This is an optimization exercise on Yosys and OpenROAD, whose aim is a short achievable clock period and few clock cycles per item, not a production implementation. No run shown here included a check of the RTL's function; only the layout flow was run. The flow treats the clock pin as an ideal source, which a real chip does not have. No activity file was given, so power comes from the tool's default toggle rates.

==> design/flow/design.v <==
`timescale 1ns / 1ps
module regfile(
	input clk,
	input rst,
	input write_enable,
	input [2:0] waddr,
	input [15:0] wdata,
	input [2:0] raddr,
	output [15:0] rdata,
	output [127:0] all
	);
	reg [15:0] regs [7:0];
	integer i;
	always @ (posedge clk) begin
		if (rst) begin
			for (i = 0; i < 8; i = i + 1)
				regs[i] <= 0;
		end else if (write_enable) begin
			regs[waddr] <= wdata;
		end
	end
	assign rdata = regs[raddr];
	genvar j;
	generate
		for (j = 0; j < 8; j = j + 1) begin : flat
			assign all[16*j +: 16] = regs[j];
		end
	endgenerate
endmodule
`timescale 1ns / 1ps
module alu(
	input [15:0] wd,
	input [15:0] x,
	input [15:0] xn,
	input t0,
	input u0,
	input s_sum,
	input s_shl,
	input s_x,
	input s_hold,
	input z,
	input z_cmp,
	input z_one,
	output [15:0] wd_next,
	output z_next
	);
	wire [15:0] p = wd ^ x;
	reg [15:0] g_l, p_l, g_n, p_n;
	integer i, d;
	always @(*) begin
		g_l = wd & ~xn;
		p_l = wd | ~xn;
		g_l[0] = u0 | (wd[0] & t0);
		p_l[0] = 1'b0;
		for (d = 1; d < 16; d = d * 2) begin
			for (i = 0; i < 16; i = i + 1) begin
				if (i >= d) begin
					g_n[i] = g_l[i] | (p_l[i] & g_l[i - d]);
					p_n[i] = p_l[i] & p_l[i - d];
				end else begin
					g_n[i] = g_l[i];
					p_n[i] = p_l[i];
				end
			end
			g_l = g_n;
			p_l = p_n;
		end
	end
	wire [15:0] c = {g_l[14:0], 1'b0};
	wire [15:0] h = {p[15:1], wd[0] ^ (t0 & ~u0)};
	wire [15:0] sum = h ^ c;
	wire eq = &p;
	wire [15:0] other = ({16{s_shl}} & {wd[14:0], 1'b0}) |
	                    ({16{s_x}} & x) |
	                    ({16{s_hold}} & wd);
	assign wd_next = s_sum ? sum : other;
	assign z_next = z_one | (z_cmp & eq) | (~z_one & ~z_cmp & z);
endmodule
`timescale 1ns / 1ps
module processor(
	input clk,
	input rst,
	input [15:0] instruction,
	output reg [3:0] address,
	output reg [15:0] result,
	output reg retire
	);
	wire [3:0] f_op = instruction[15:12];
	wire f_jmp = (f_op == 4'b1000);
	wire f_br = (f_op == 4'b1100);
	wire [3:0] f_tgt = instruction[11:8];
	reg [15:0] ir;
	reg d_valid;
	reg d_pend;		 
	reg [3:0] d_pcn;	 
	reg [15:0] wd;
	reg zero;
	reg e_valid;
	reg [2:0] e_ra;
	reg [3:0] e_pcn;
	reg [15:0] e_x;
	reg [15:0] e_xn;
	reg e_t0, e_u0;
	reg e_sum, e_shl, e_xsel, e_hold;
	reg e_zcmp, e_zone;
	wire [15:0] wd_next;
	wire zero_next;
	wire [3:0] opcode = ir[15:12];
	wire [2:0] reg_a = ir[11:9];
	wire [2:0] reg_b = ir[8:6];
	wire [15:0] immediate = {{8{ir[7]}}, ir[7:0]};
	wire [3:0] jmp_addr = ir[11:8];
	wire op_load = (opcode == 4'b0001);
	wire op_add = (opcode == 4'b0010);
	wire op_addi = (opcode == 4'b1010);
	wire op_sub = (opcode == 4'b0011);
	wire op_subi = (opcode == 4'b1011);
	wire op_mov = (opcode == 4'b1110);
	wire d_subop = d_valid & (op_sub | op_subi);
	wire mispredict = d_valid & d_pend & zero_next;
	wire f_taken = f_jmp | (f_br & ~d_subop & zero_next);
	wire [3:0] f_next = f_taken ? f_tgt : address + 4'd1;
	wire [15:0] rf_b;
	wire [127:0] rf_all;
	regfile _regfile(
		.clk(clk),
		.rst(rst),
		.write_enable(e_valid),
		.waddr(e_ra),
		.wdata(wd),
		.raddr(reg_b),
		.rdata(rf_b),
		.all(rf_all)
	);
	alu _alu(
		.wd(wd),
		.x(e_x),
		.xn(e_xn),
		.t0(e_t0),
		.u0(e_u0),
		.s_sum(e_sum),
		.s_shl(e_shl),
		.s_x(e_xsel),
		.s_hold(e_hold),
		.z(zero),
		.z_cmp(e_zcmp),
		.z_one(e_zone),
		.wd_next(wd_next),
		.z_next(zero_next)
	);
	wire same = (reg_a == reg_b);
	wire bypass = e_valid & (reg_b == e_ra);
	reg [15:0] data_b;
	integer k;
	always @(*) begin
		data_b = {16{bypass}} & wd;
		for (k = 0; k < 8; k = k + 1)
			data_b = data_b | ({16{~bypass & (reg_b == k)}} & rf_all[16*k +: 16]);
	end
	wire use_b = (op_add | op_mov) & ~same | op_sub & ~same;
	wire use_i = op_load | op_addi | op_subi;
	wire neg = op_sub & ~same | op_subi;
	wire [15:0] d_x = (({16{use_b}} & data_b) | ({16{use_i}} & immediate)) ^ {16{neg}};
	always @(posedge clk) begin
		if (rst) begin
			address <= 0;
			d_valid <= 0;
			d_pend <= 0;
			d_pcn <= 0;
			wd <= 0;
			zero <= 0;
			e_valid <= 0;
			e_ra <= 0;
			e_pcn <= 0;
			e_x <= 0;
			e_xn <= 16'hffff;
			e_t0 <= 0;
			e_u0 <= 0;
			e_sum <= 0;
			e_shl <= 0;
			e_xsel <= 0;
			e_hold <= 1;
			e_zcmp <= 0;
			e_zone <= 0;
			result <= 0;
			retire <= 0;
		end else begin
			address <= mispredict ? jmp_addr : f_next;
			d_valid <= ~mispredict;
			d_pend <= f_br & d_subop;
			d_pcn <= f_next;
			e_valid <= d_valid;
			e_ra <= reg_a;
			e_pcn <= (d_pend & zero_next) ? jmp_addr : d_pcn;
			e_x <= d_x;
			e_xn <= ~d_x;
			e_t0 <= d_x[0] | neg;
			e_u0 <= d_x[0] & neg;
			e_sum <= d_valid & (op_add & ~same | op_addi | op_sub & ~same | op_subi);
			e_shl <= d_valid & op_add & same;
			e_xsel <= d_valid & (op_load | op_mov & ~same | op_sub & same);
			e_hold <= ~d_valid | ~(op_load | op_add | op_addi | op_sub | op_subi | op_mov) | op_mov & same;
			e_zcmp <= d_valid & (op_sub & ~same | op_subi);
			e_zone <= d_valid & op_sub & same;
			wd <= wd_next;
			zero <= zero_next;
			result <= {e_pcn, 3'b000, zero_next, wd[7:0]};
			retire <= e_valid;
		end
	end
	always @(posedge clk)
		ir <= instruction;
endmodule
==> design/flow/run.sh <==
#!/bin/bash
# synth_recipe.tcl (not shown) runs the flow's synth.tcl, then flattens the netlist and writes it again
# the make line also repeats each setting of config.mk as NAME=value (left out here)
make -C /OpenROAD-flow-scripts/flow DESIGN_CONFIG=/design/flow/config.mk WORK_HOME=/design/flow/orfs CLKGATE_MAP_FILE= SYNTH_SCRIPT=/design/flow/synth_recipe.tcl finish
==> design/flow/config.mk <==
export PLATFORM = sky130hd
export DESIGN_NAME = processor
export DESIGN_NICKNAME = processor
export VERILOG_FILES = /design/flow/design.v
export SDC_FILE = /design/flow/constraint.sdc
export NUM_CORES = 4
export LEC_CHECK = 0
export ABC_CLOCK_PERIOD_IN_PS = 1800
export CAP_MARGIN = 20
export CORE_MARGIN = 2
export CORE_UTILIZATION = 50
export CTS_BUF_LIST = sky130_fd_sc_hd__clkbuf_16
export CTS_CLUSTER_DIAMETER = 200
export CTS_CLUSTER_SIZE = 30
export SETUP_SLACK_MARGIN = 3.6
export SLEW_MARGIN = 20
==> design/flow/constraint.sdc <==
create_clock -name core_clock -period 5.5 [get_ports {clk}]
set_input_delay 1.1000 -clock core_clock [delete_from_list [all_inputs] [get_ports {clk}]]
set_output_delay 1.1000 -clock core_clock [all_outputs]
set_load 0.01 [all_outputs]
==> out/results.ini, run 1 <==
[setup_path]
cpMostUsedCell=buf_12
arrival_ns=2.87
endpoint_kind=flop
path_class=flop to flop
crit_path_max_incr_delay_ns=0.37
timing.rr.start=ir[6]
crit_start=ir[6]
crit_chain=buf_12 > xnor2_4 > nand4_1 > buf_6 > buf_12 > nand2_8 > nor3_4 > buf_12 > buf_12 > a221o_1 > a21oi_2 > o21ai_1 > xnor2_1 > or2_4
crit_buf_inv=5
slowest_stage=dfxtp_4
crit_required_ns=5.88
critPathTopFamily=buffers and inverters
critPathMaxFanout=6
crit_cells=14
rr_worst_depth=14
crit_path_start_kind=flop

[clock_network]
cts.sinks=230
path_clk_slew_ns=0.12
ctsLongestPathBuffers=3
cts_buffers=11
cts_root_buf=clkbuf_16
cts_tree=yes
cts.htree.levels=1
clk_latency_ns=0.48

[final_layout]
syn2layout_area_growth_pct=41.4
antennaDiodeCount=0
layout_common_cells=128 x edfxtp_1, 94 x buf_4, 62 x dfxtp_1
fill_cells=1369
final_common_cell=edfxtp_1
final_core_util_pct=71.7
final_layout_size_suffix_gt1_share_pct=39.8
layout.nets=1110

[grt]
grt_pass1_wl_mm=46.9
antenna_found_initial=0
grt_pass1_vias=7988
grt_max_degree=71
globalRoute.totalOverflow=0
gr-usage-all-layers_pct=28.1

[sta]
final_max_slew_viol_count=0
timing.fmax_mhz=402
rsz0062_at_grt=true
hold_viol=0
slew-limit-headroom_pct=47.1
setup_viol=0
finalCritPeriodShare_pct=45.2
fin_worst_hold_slack_ns=0.451
fin_worst_skew_ns=0.0166
fin_setup_tns_ns=0
worst_slew_pin_slew_ns=0.793
final.min_clock_period_ns=2.49

[job]
drv_cap=0

[die]
coreArea_sq_mm=0.0202
die_height_um=147
core.rowCount=52
io_pins=39
initial_core_util_pct=50.7
die_x_um=147
dieArea_sq_mm=0.0216

[drt]
wire_per_inst_um=23.5
drt-total-wl_mm=32.1
via_count=8263
viasPerCell=6.06
drc=0
ant_nets=0
drt_pass1_iterations=7
drt_iter0_drc=750

[synth]
synth_seq_cells=230
synth_edf_count=128
synth_top_area_share_pct=37.6
ys_types=62
synth.avg_cell_area_sq_um=11.0
ys.flop_type=edfxtp_1
synth_area_leaders=edfxtp_1 38%, dfxtp_1 20%, mux2i_1 4.0%
ys_seq_area_share_pct=57.6
yosys_warnings=3
async_flop_share_pct=0
netlist_instances=929
syn_area_sq_mm=0.0102
synth_top_area_cell=edfxtp_1

[placement]
io_buffers=35
place_hpwl_mm=17.0
place_congestion=0.861

[status]
status=complete, no violations

[hold_path]
hold_start=e_pcn[1]
hp-class=flop to flop
whs_path_depth=1

[power]
ir_worst_vdd_mv=0.270
p_leak_nw=5.53
powerDensity_mw_per_mm2=236

timing repair:
item,4_1_cts,5_1_grt
cloned,13,3
setup endpoints to repair,329,260
setup buffers,117,42
pin swaps,73,69
hold buffers,0,0
resized for setup,259,127
hold endpoints to repair,0,0
cells by family (layout without fill, tap and decap cells):
logic type	count (synthesis)	in the layout	share of synthesized area [%]
buffers and inverters	99	258	3.97
AO/OA/AOI/OAI	162	162	11.5
XOR/XNOR	52	52	4.46
other	1	3	0.0367
adder cells (fa/ha/maj)	8	8	0.918
AND/OR/NAND/NOR	333	336	17.2
flip-flops	230	230	57.6
multiplexers	44	44	4.35
worst paths after layout:
path / slack [ns] / endpoint
min: 0.45 / result[13]
max: 3.01 / e_xn[10]
max reg2reg: 3.01 / e_xn[10]
min reg2reg: 0.45 / result[13]
stage by stage:
stage	worst slack (ns)	cell area, sq um	std cells	total power [W]
after floorplan	3.18	10800	931	0.00220
after global placement	2.03	11000	1171	0.00228
after detailed placement	2.00	11000	1171	0.00229
after CTS	3.05	13400	1318	0.00333
after global routing	2.94	14500	1363	0.00350
final	3.01	14500	1363	0.00341
synth_stat cells (12+ instances only):
cell	count
edfxtp_1	128
dfxtp_1	102
nor2_1	67
nor3_1	66
and2_1	56
clkbuf_1	49
mux2i_1	41
o21ai_0	39
nand2_1	32
xnor2_1	32
a21oi_1	29
nor4_1	21
nor2b_1	20
xor2_1	20
inv_1	18
nand2b_1	17
buf_2	15
nand3_1	14
nand3b_1	13
or2_2	13
a211oi_1	12
a222oi_1	12
area by class of cell:
class,instances,area (sq um),share of cell area [%]
Sequential cell,230,5980,41.4
Clock buffer,11,275,1.90
Clock inverter,6,30.0,0.208
Tap cell,270,338,2.34
Multi-Input combinational cell,605,5160,35.7
Inverter,22,101,0.701
Timing Repair Buffer,219,2570,17.8
where the power goes:
part           internal, W  switching, W
sequential         0.00188     0.0000538
combinational     0.000262      0.000283
clock             0.000375      0.000554
total              0.00251      0.000891
sequential cells by signal (all words and copies together), names as in the netlist, 3 cells and up:
signal and flops:
e_xn 14, wd 16, result 13, _regfile.regs 128
e_pcn 4, e_ra 3, ir 16, d_pcn 4
e_x 16, address 4
per-layer routing:
layer	wire, um	GRT usage, %	vias up
li1	-	-	3692
met3	2380	3.98	78
met2	15700	47.5	397
met5	0	0	-
met4	1080	8.80	0
met1	13000	37.8	4096
==> inputs of run 2 (changes only) <==
==> design/flow/flow/run.sh (new file) <==
#!/bin/bash
# Standard ORFS layout, with one change to the clock tree: after CTS the root
# buffer is removed, so the clock port drives the tree's first level (two
# buffers) directly. Every register keeps the same number of buffer levels.
set -euo pipefail
here=$(pwd)
bash standard.sh cts > "$here/standard_cts.log" 2>&1
base="$here/orfs/results/sky130hd/processor/base"
openroad -no_init -exit "$here/flow/drop_root.tcl" > "$here/drop_root.log" 2>&1
bash standard.sh finish > "$here/standard_finish.log" 2>&1
==> design/flow/flow/drop_root.tcl (new file) <==
# Remove the clock tree's root buffer: the clock port then drives the first
# level of the tree directly. Reads and rewrites 4_cts.odb.
set base [file join [pwd] orfs results sky130hd bench base]
set P $::env(FLOW_HOME)/platforms/sky130hd
read_liberty $P/lib/sky130_fd_sc_hd__tt_025C_1v80.lib
read_db [file join $base 4_cts.odb]
read_sdc [file join $base 4_cts.sdc]
set block [ord::get_db_block]
set root [$block findInst clkbuf_0_clk]
if {$root eq "NULL"} { error "no root buffer clkbuf_0_clk" }
set innet [[$root findITerm A] getNet]
set onet [[$root findITerm X] getNet]
set n 0
foreach it [$onet getITerms] {
  if {[$it getInst] == $root} { continue }
  $it disconnect
  $it connect $innet
  incr n
}
if {$n > 4} { error "root buffer drives $n cells; the port may drive at most 4" }
[$root findITerm A] disconnect
[$root findITerm X] disconnect
odb::dbInst_destroy $root
odb::dbNet_destroy $onet
puts "root buffer removed; clock port now drives $n cells"
source $P/setRC.tcl
set_propagated_clock [all_clocks]
estimate_parasitics -placement
report_clock_latency
report_worst_slack -max
report_worst_slack -min
write_db [file join $base 4_cts.odb]
==> design/flow/standard.sh (new file) <==
#!/bin/bash
# synth_recipe.tcl (not shown) runs the flow's synth.tcl, then flattens the netlist and writes it again
# the make line also repeats each setting of config.mk as NAME=value (left out here)
make -C /OpenROAD-flow-scripts/flow DESIGN_CONFIG=/design/flow/config.mk WORK_HOME=/design/flow/orfs CLKGATE_MAP_FILE= SYNTH_SCRIPT=/design/flow/synth_recipe.tcl "${@:-finish}"
removed: design/flow/run.sh
==> run 2 against run 1 <==
Net effect: global-route usage shrank 0.067 points; fmax shrank 0.33%; die area is the same; synthesized cell count is the same; final cell count grew 0.22%; utilization grew 0.98 points; still clean on timing, DRC and antenna; total power shrank 1.1%; via count grew 0.45%; flip-flop and latch count is the same; area after synthesis is the same; wire length grew 1.2%; combinational power grew 2%.
==> out/results.ini, run 2 <==
[status]
status=complete, no violations

[final_layout]
syn2layout_area_growth_pct=43.4
largest_reg_flops=128  ; unchanged
largest-register=_regfile.regs
layout_common_cells=128 x edfxtp_1, 91 x buf_4, 62 x dfxtp_1
layout.nets=1113  ; +0.27%
final_common_cell=edfxtp_1
fill_cells=1335  ; -2.5%
final_layout_size_suffix_gt1_share_pct=41.5  ; +1.7 points
final_core_util_pct=72.6  ; +0.98 points
antennaDiodeCount=0  ; unchanged

[sta]
final_max_slew_viol_count=0  ; unchanged
hold_viol=0  ; unchanged
fin_worst_skew_ns=0.0165  ; -0.000118 ns
fin_worst_hold_slack_ns=0.451  ; +0.000715 ns
worst_slew_pin_slew_ns=0.776  ; -0.0171 ns
slew-limit-headroom_pct=48.2  ; +1.1 points
rsz0062_at_grt=true
finalWorstSetupSlack_ns=3.01  ; -0.00832 ns
final.min_clock_period_ns=2.49  ; +0.00832 ns
fin_setup_tns_ns=0  ; unchanged
timing.fmax_mhz=401  ; -0.33%
finalCritPeriodShare_pct=45.3  ; +0.15 points
setup_viol=0  ; unchanged

[synth]
synth_top_area_share_pct=37.6  ; unchanged
synth_most_common_cell=edfxtp_1
async_flop_share_pct=0  ; unchanged
ys_seq_area_share_pct=57.6  ; unchanged
ys_types=62  ; unchanged
ys.flop_type=edfxtp_1
yosys_warnings=3  ; unchanged
synth.avg_cell_area_sq_um=11.0  ; unchanged
synth_seq_cells=230  ; unchanged
yosys-top-cells-count=128 x edfxtp_1, 102 x dfxtp_1, 67 x nor2_1
syn_area_sq_mm=0.0102  ; unchanged
synth_area_leaders=edfxtp_1 38%, dfxtp_1 20%, mux2i_1 4.0%
netlist_instances=929  ; unchanged
synth_top_area_cell=edfxtp_1
synth_edf_count=128  ; unchanged

[grt]
gr-usage-all-layers_pct=28.0  ; -0.067 points
grt_pass1_wl_mm=46.9  ; about the same
globalRoute.totalOverflow=0  ; unchanged
antenna_found_initial=0  ; unchanged
grt_max_degree=71  ; unchanged
grt_pass1_vias=7979  ; -0.11%

[power]
powerDensity_mw_per_mm2=230  ; -2.4%
ir_worst_vdd_mv=0.251  ; -7.1%
p_leak_nw=5.60  ; +1.3%

[clock_network]
ctsLongestPathBuffers=3  ; unchanged
clk_latency_ns=0.35  ; -0.13 ns
postCtsHoldBufs=0  ; unchanged
cts_tree=yes
path_clk_slew_ns=0.12  ; about the same
cts_root_buf=clkbuf_16
cts.sinks=230  ; unchanged
cts_buffers=11  ; unchanged
cts.htree.levels=1  ; unchanged

[die]
initial_core_util_pct=50.7  ; unchanged
die_height_um=147  ; unchanged
die_x_um=147  ; unchanged
coreArea_sq_mm=0.0202  ; unchanged
core.rowCount=52  ; unchanged
dieArea_sq_mm=0.0216  ; unchanged
io_pins=39  ; unchanged

[drt]
viasPerCell=6.08  ; +0.23%
drt_iter0_drc=742  ; -1.1%
drt-total-wl_mm=32.5  ; +1.2%
ant_nets=0  ; unchanged
drt_pass1_iterations=7  ; unchanged
via_count=8300  ; +0.45%
wire_per_inst_um=23.8  ; +0.98%
drc=0  ; unchanged

[placement]
io_buffers=35  ; unchanged
place_ws_ns=2.00  ; unchanged
place_congestion=0.861  ; unchanged
place_hpwl_mm=17.0  ; unchanged

[setup_path]
crit_path_max_incr_delay_ns=0.37  ; about the same
crit_chain=buf_12 > xnor2_4 > nand4_1 > buf_6 > buf_12 > nand2_8 > buf_6 > nor3b_4 > buf_6 > buf_12 > a22oi_2 > a31oi_1 > a21oi_1 > xnor2_1 > or2_4
timing.rr.start=ir[6]
crit_required_ns=5.75  ; -0.13 ns
path_class=flop to flop
slowest_stage=dfxtp_4
crit_buf_inv=6  ; +1
critPathTopFamily=buffers and inverters
rr_worst_depth=15  ; +1
reg2reg_to=e_xn[1]
crit_start=ir[6]
crit_path_start_kind=flop
r2r_slack_ns=3.01  ; about the same
arrival_ns=2.74  ; -0.13 ns
critPathMaxFanout=6  ; unchanged
endpoint_kind=flop

[hold_path]
holdPathEnd=result[13]
hold_start=e_pcn[1]
hp-class=flop to flop
whs_path_depth=1  ; unchanged

[job]
drv_cap=0  ; unchanged

[run 2: worst max-delay path by stage]
stage | to | cells after the start
after floorplan | _regfile.regs[2][0] | 5
after global placement | e_xn[8] | 9
after detailed placement | e_xn[8] | 9
after CTS | e_xn[7] | 13
after global routing | e_xn[1] | 15
final | e_xn[1] | 15
[run 2: cell type report]
class / count / area [sq um] / share of cell area, %
Clock buffer: 10 / 250 / 1.71
Clock inverter: 6 / 30.0 / 0.205
Inverter: 22 / 101 / 0.692
Multi-Input combinational cell: 606 / 5330 / 36.4
Sequential cell: 230 / 5980 / 40.8
Tap cell: 270 / 338 / 2.31
Timing Repair Buffer: 222 / 2630 / 17.9
[run 2: repair_timing]
item	4_1_cts	5_1_grt
setup endpoints to repair	329	306
buffers inserted	117	45
gates resized for setup	259	163
pin swaps	73	77
cloned	13	4
[run 2: cell families after synthesis]
kind of cell	synth area share (%)
buffers and inverters	3.97
flip-flops	57.6
AND/OR/NAND/NOR	17.2
XOR/XNOR	4.46
AO/OA/AOI/OAI	11.5
adder cells (fa/ha/maj)	0.918
multiplexers	4.35
other	0.0367
[run 2: stage by stage]
stage               power (W)  cells  cell area, sq um
detailed placement    0.00229   1171             11000
CTS                   0.00333   1318             13400
floorplan             0.00220    931             10800
global route          0.00347   1366             14700
finish                0.00337   1366             14700
global placement      0.00228   1171             11000
[run 2: layer usage]
layer	share of wire, %	GRT usage [%]
met5	0	0
met4	3.2	8.56
met3	7.5	4.01
met2	49	47.4
met1	40	37.7
[run 2: where the power goes]
group,total (W),internal [W],switching (W)
Sequential,0.00193,0.00188,0.0000540
Clock,0.000879,0.000344,0.000536
Combinational,0.000558,0.000266,0.000292
Total,0.00337,0.00249,0.000881

-- port drivers added, routing unchanged --
Ports are ideal in the flow. The routed layouts listed here were re-timed in OpenROAD. Step 1 sets driving cells, clkbuf_16 on the clock port and buf_2 on the other inputs (assumed; they add their load-dependent delay and slew). Step 2, shift: input delay + t, output delay - t, t = (earliest + latest rising clock arrival at the registers) / 2. This alone moves slack from input paths to output paths. Three values: no drivers, after step 1, after step 2; two values: the first two.
run	shift t [ns]	setup WS [ns]	worst setup path at the end	slew at the worst register clock pin (ns)	pins driven straight from the clock port
run 1	0.518	3.015 / 3.015 / 2.776	input to register	0.12 / 0.12	1
run 2	0.404	3.006 / 3.006 / 2.782	input to register	0.12 / 0.12	2
After both steps every run listed still meets setup and hold. For run 1, which loses most, drivers alone change the setup slack by 0.000 ns; drivers and shift together by -0.239 ns.
